What follows belongs to an exercise in optimizing a design on an open flow for small area; a production flow would make more cautious choices. The RTL was checked by simulation tests, not by an equivalence proof against the original design. Power figures rest on the tool's default switching activity, not on a simulated workload.

wip/raven:
## opl2
module opl2(
  clk,
  reset,
  opl2_we,
  opl2_data,
  opl2_adr,
  kon,
  channel_a,
  channel_b,
  sample_clk,
  sample_clk_128
  );
  input         clk;
  input         reset;
  input         opl2_we;
  input [7:0]   opl2_data;
  input [7:0]   opl2_adr;
  output [8:0]  kon;
  output signed [15:0] channel_a;
  output signed [15:0] channel_b;
  output sample_clk;
  output sample_clk_128;
  localparam [1:0]
    RELEASE = 2'b00,
    ATTACK  = 2'b01,
    DECAY   = 2'b10,
    SUSTAIN = 2'b11;
  localparam RAND_POLYNOMIAL = 'h800302;
  localparam TREMOLO_MAX_COUNT = 13*1024;
  reg [8:0] kon;
  reg signed [15:0] channel_a;
  reg signed [15:0] channel_b;
  reg sample_clk;
  reg sample_clk_128;
  genvar i;
  reg [9:0] cntr;
  reg sample_clk_en;
  always @(posedge clk)
    if (reset) begin
      cntr <= 10'd0;
      sample_clk_en <= 1'b0;
      sample_clk <= 1'b0;
    end else begin
      cntr <= cntr == 10'd813 ? 10'd0 : cntr + 1'b1;
      sample_clk_en <= cntr == 10'd0;
      sample_clk <= ~cntr[9];
      sample_clk_128 <= ~cntr[0];
    end
  reg [7:0] ma0 [0:8];
  reg [5:0] mb0 [0:8];
  reg [5:0] mc0 [0:8];
  reg [7:0] mbd;
  reg       m08;
  wire [7:0] wdata = reset ? 8'd0 : opl2_data;
  generate
    for (i = 0; i < 9; i = i + 1) begin: mch
      always @(posedge clk) begin
        if (reset || (opl2_we && opl2_adr == 8'ha0 + i)) ma0[i] <= wdata;
        if (reset || (opl2_we && opl2_adr == 8'hb0 + i)) mb0[i] <= wdata[5:0];
        if (reset || (opl2_we && opl2_adr == 8'hc0 + i)) mc0[i] <= wdata[5:0];
      end
    end
  endgenerate
  always @(posedge clk) begin
    if (reset || (opl2_we && opl2_adr == 8'hbd)) mbd <= wdata;
    if (reset || (opl2_we && opl2_adr == 8'h08)) m08 <= wdata[6];
  end
  reg [9:0] sfnum [0:8];
  reg [2:0] sblock [0:8];
  reg [8:0] scha;
  reg [8:0] schb;
  reg [2:0] sfb [0:8];
  reg [8:0] scnt;
  reg [7:0] sbd;
  reg       nts;
  reg [2:0] ch0_old;    
  generate
    for (i = 0; i < 9; i = i + 1) begin: sch
      always @(posedge clk)
        if (sample_clk_en) begin
          sfnum[i] <= {mb0[i][1:0], ma0[i]};
          sblock[i] <= mb0[i][4:2];
          schb[i] <= mc0[i][5];
          scha[i] <= mc0[i][4];
  ...
Size: roughly 11,000 cells after synthesis, ~3,000 flip-flops.
==> flow/config.mk <==
export PLATFORM = sky130hd
export DESIGN_NAME = opl2
export DESIGN_NICKNAME = opl2
export VERILOG_FILES = /design/flow/design.v
export SDC_FILE = /design/flow/constraint.sdc
export NUM_CORES = 8
export LEC_CHECK = 0
export ABC_AREA = 1
export CAP_MARGIN = 20
export CORE_MARGIN = 2
export CORE_UTILIZATION = 55
export CTS_BUF_LIST = sky130_fd_sc_hd__clkbuf_16
export CTS_CLUSTER_DIAMETER = 100
export CTS_CLUSTER_SIZE = 30
export PLACE_DENSITY = 0.7
export SLEW_MARGIN = 20
==> flow/constraint.sdc <==
create_clock -name core_clock -period 15.0 [get_ports {clk}]
set_input_delay 3.0000 -clock core_clock [delete_from_list [all_inputs] [get_ports {clk}]]
set_output_delay 3.0000 -clock core_clock [all_outputs]
set_load 0.01 [all_outputs]
run.sh (not shown) runs the stock make flow with config.mk's settings and CLKGATE_MAP_FILE= SYNTH_SCRIPT=/design/flow/synth_recipe.tcl, a recipe that flattens the netlist after the stock synthesis.
wip/raven went all the way through the flow, and no timing, DRC or antenna check failed.
### wip/raven -> wip/umber
# wip/raven
export LEC_CHECK = 0
export ABC_AREA = 1
export CAP_MARGIN = 20
export CORE_MARGIN = 2
export CORE_UTILIZATION = 55
export CTS_BUF_LIST = sky130_fd_sc_hd__clkbuf_16
export CTS_CLUSTER_DIAMETER = 100
export CTS_CLUSTER_SIZE = 30
export PLACE_DENSITY = 0.7
export SLEW_MARGIN = 20
create_clock -name core_clock -period 15.0 [get_ports {clk}]
# wip/umber
export LEC_CHECK = 0
export ABC_AREA = 1
export CAP_MARGIN = 20
export CORE_MARGIN = 2
export CORE_UTILIZATION = 65
export CTS_BUF_LIST = sky130_fd_sc_hd__clkbuf_16
export CTS_CLUSTER_DIAMETER = 100
export CTS_CLUSTER_SIZE = 30
export PLACE_DENSITY = 0.75
export SLEW_MARGIN = 20
create_clock -name core_clock -period 15.0 [get_ports {clk}]
Results
[wip/umber vs wip/raven] final cell count: lower in wip/umber. Summary — post-placement setup slack, wip/umber relative to wip/raven: lower, by 0.18 ns. Of wip/umber and wip/raven, it is wip/umber that has the higher largest net degree at the start of global routing. Delta (wip/umber minus wip/raven): antenna cell count has remained practically unchanged; number of nets in the finished design has remained practically unchanged; headroom to the max-slew limit has increased; via count has increased. Maximum fanout encountered on the critical timing path: wip/raven and wip/umber compared, lower one is wip/raven. Summary: with wip/raven as the reference, count of routing violations after the opening detailed-route iteration in wip/umber moved up by more than 10%. wip/umber finished all stages; the layout is clean. From wip/raven to wip/umber the numbers moved as follows: detailed-routed wire length on met3 up 19%; placed cell area down 620 um2.
## Diff of input files: wip/yarrow against wip/umber
# wip/umber
export LEC_CHECK = 0
export ABC_AREA = 1
export CAP_MARGIN = 20
export CORE_MARGIN = 2
export CORE_UTILIZATION = 65
export CTS_BUF_LIST = sky130_fd_sc_hd__clkbuf_16
export CTS_CLUSTER_DIAMETER = 100
export CTS_CLUSTER_SIZE = 30
export PLACE_DENSITY = 0.75
export SLEW_MARGIN = 20
create_clock -name core_clock -period 15.0 [get_ports {clk}]
# wip/yarrow
export LEC_CHECK = 0
export ABC_AREA = 1
export CAP_MARGIN = 20
export CORE_MARGIN = 2
export CORE_UTILIZATION = 65
export CTS_BUF_LIST = sky130_fd_sc_hd__clkbuf_16
export CTS_CLUSTER_DIAMETER = 70
export CTS_CLUSTER_SIZE = 30
export PLACE_DENSITY = 0.75
export SLEW_MARGIN = 20
create_clock -name core_clock -period 15.0 [get_ports {clk}]
Results
- Going from wip/umber to wip/yarrow, worst setup margin grows by 0.074 ns.
- wip/umber has lower cell count than wip/yarrow.
- Met3 usage: wip/yarrow vs wip/umber up 0.64 points
- wip/umber vs wip/yarrow, capture point of the critical path: r_env[1][7] vs r_env[1][8]
- wip/yarrow against wip/umber: via count +about 0.36%; detailed-route wire length on metal 1 -350 um; total non-filler cell area in the finished layout +0.0014 mm2.
Here is what was changed in the inputs of wip/fjord compared with wip/yarrow.
# wip/yarrow
export LEC_CHECK = 0
export ABC_AREA = 1
export CAP_MARGIN = 20
export CORE_MARGIN = 2
export CORE_UTILIZATION = 65
export CTS_BUF_LIST = sky130_fd_sc_hd__clkbuf_16
export CTS_CLUSTER_DIAMETER = 70
export CTS_CLUSTER_SIZE = 30
export PLACE_DENSITY = 0.75
export SLEW_MARGIN = 20
create_clock -name core_clock -period 15.0 [get_ports {clk}]
# wip/fjord
export LEC_CHECK = 0
export ABC_AREA = 1
export CAP_MARGIN = 20
export CORE_MARGIN = 2
export CORE_UTILIZATION = 55
export CTS_BUF_LIST = sky130_fd_sc_hd__clkbuf_16
export CTS_CLUSTER_DIAMETER = 120
export CTS_CLUSTER_SIZE = 28
export PLACE_DENSITY = 0.7
export SLEW_MARGIN = 20
create_clock -name core_clock -period 15.0 [get_ports {clk}]
Notes after the runs:
- Of the two values seen for capture point of the worst path, r_env[1][8] was produced by wip/yarrow and r_env[1][7] by wip/fjord.
- Between wip/fjord and wip/yarrow, the difference in proportion of final cell area spent on non-clock buffers is negligible.
- wip/fjord vs wip/yarrow on worst setup slack: wip/fjord is the higher one.
- Side by side, arrival time of data at the critical path endpoint turned out lower in wip/fjord than in wip/yarrow.
- On sequential power, wip/fjord tracks wip/yarrow almost exactly.
- wip/fjord vs. wip/yarrow: sequential cell fraction of total power moved up; worst setup slack after placement moved up; DRC violation total after the first TritonRoute iteration moved down; cell depth of the worst setup path moved down.
### wip/fjord -> wip/cedar
# wip/fjord
export LEC_CHECK = 0
export ABC_AREA = 1
export CAP_MARGIN = 20
export CORE_MARGIN = 2
export CORE_UTILIZATION = 55
export CTS_BUF_LIST = sky130_fd_sc_hd__clkbuf_16
export CTS_CLUSTER_DIAMETER = 120
export CTS_CLUSTER_SIZE = 28
export PLACE_DENSITY = 0.7
export SLEW_MARGIN = 20
create_clock -name core_clock -period 15.0 [get_ports {clk}]
# wip/cedar
export LEC_CHECK = 0
export ABC_AREA = 1
export CAP_MARGIN = 20
export CORE_MARGIN = 2
export CORE_UTILIZATION = 65
export CTS_BUF_LIST = sky130_fd_sc_hd__clkbuf_16
export CTS_CLUSTER_DIAMETER = 100
export CTS_CLUSTER_SIZE = 27
export PLACE_DENSITY = 0.75
export SLEW_MARGIN = 20
create_clock -name core_clock -period 15.0 [get_ports {clk}]
### Flow results
The lower register-to-register path setup slack came out of wip/cedar.
Looking at slowest stage cell on the critical path, the sky130_fd_sc_hd__dfxtp_1 result is from wip/fjord; the sky130_fd_sc_hd__inv_1 one comes from wip/cedar.
Diff wip/fjord -> wip/cedar: die area now sits lower; number of DRC markers after the initial detailed-route iteration has increased; pin count of the biggest net entering global routing picked up an extra 12.
Summary: clock period minus worst slack, wip/cedar worse than wip/fjord
Compared wip/fjord against wip/cedar; design area within noise.

==> what the ideal ports hide <==
No port has a modelled driver above. Below, the same layouts with a new extraction and two added sets of constraints.
Step 1: set_driving_cell puts a clkbuf_16 on clk and a buf_2 on each other input, an assumption about the parent block.
Step 2 moves the port delays by t, midway between the first and last clock arrival at a register: inputs arrive t later, outputs are due t later. That takes back most of the time a late clock gives input paths.
a / b / c = no drivers / after step 1 / after step 2; a / b = the first two.
run | shift t [ns] | setup WS [ns] | worst hold slack (ns) | slew at the worst register clock pin (ns) | pins driven straight from the clock port
wip/raven | 0.902 | 1.920 / 1.920 / 1.920 | 0.325 / 0.325 / 0.325 | 0.12 / 0.12 | 1
wip/umber | 0.861 | 1.728 / 1.728 / 1.728 | 0.289 / 0.289 / 0.289 | 0.12 / 0.12 | 1
wip/yarrow | 0.905 | 1.802 / 1.802 / 1.802 | 0.296 / 0.296 / 0.296 | 0.11 / 0.11 | 1
wip/fjord | 0.914 | 1.855 / 1.855 / 1.855 | 0.301 / 0.301 / 0.301 | 0.12 / 0.12 | 1
wip/cedar | 0.871 | 1.711 / 1.711 / 1.711 | 0.305 / 0.305 / 0.305 | 0.11 / 0.11 | 1
After both steps setup and hold are still met in every run listed.
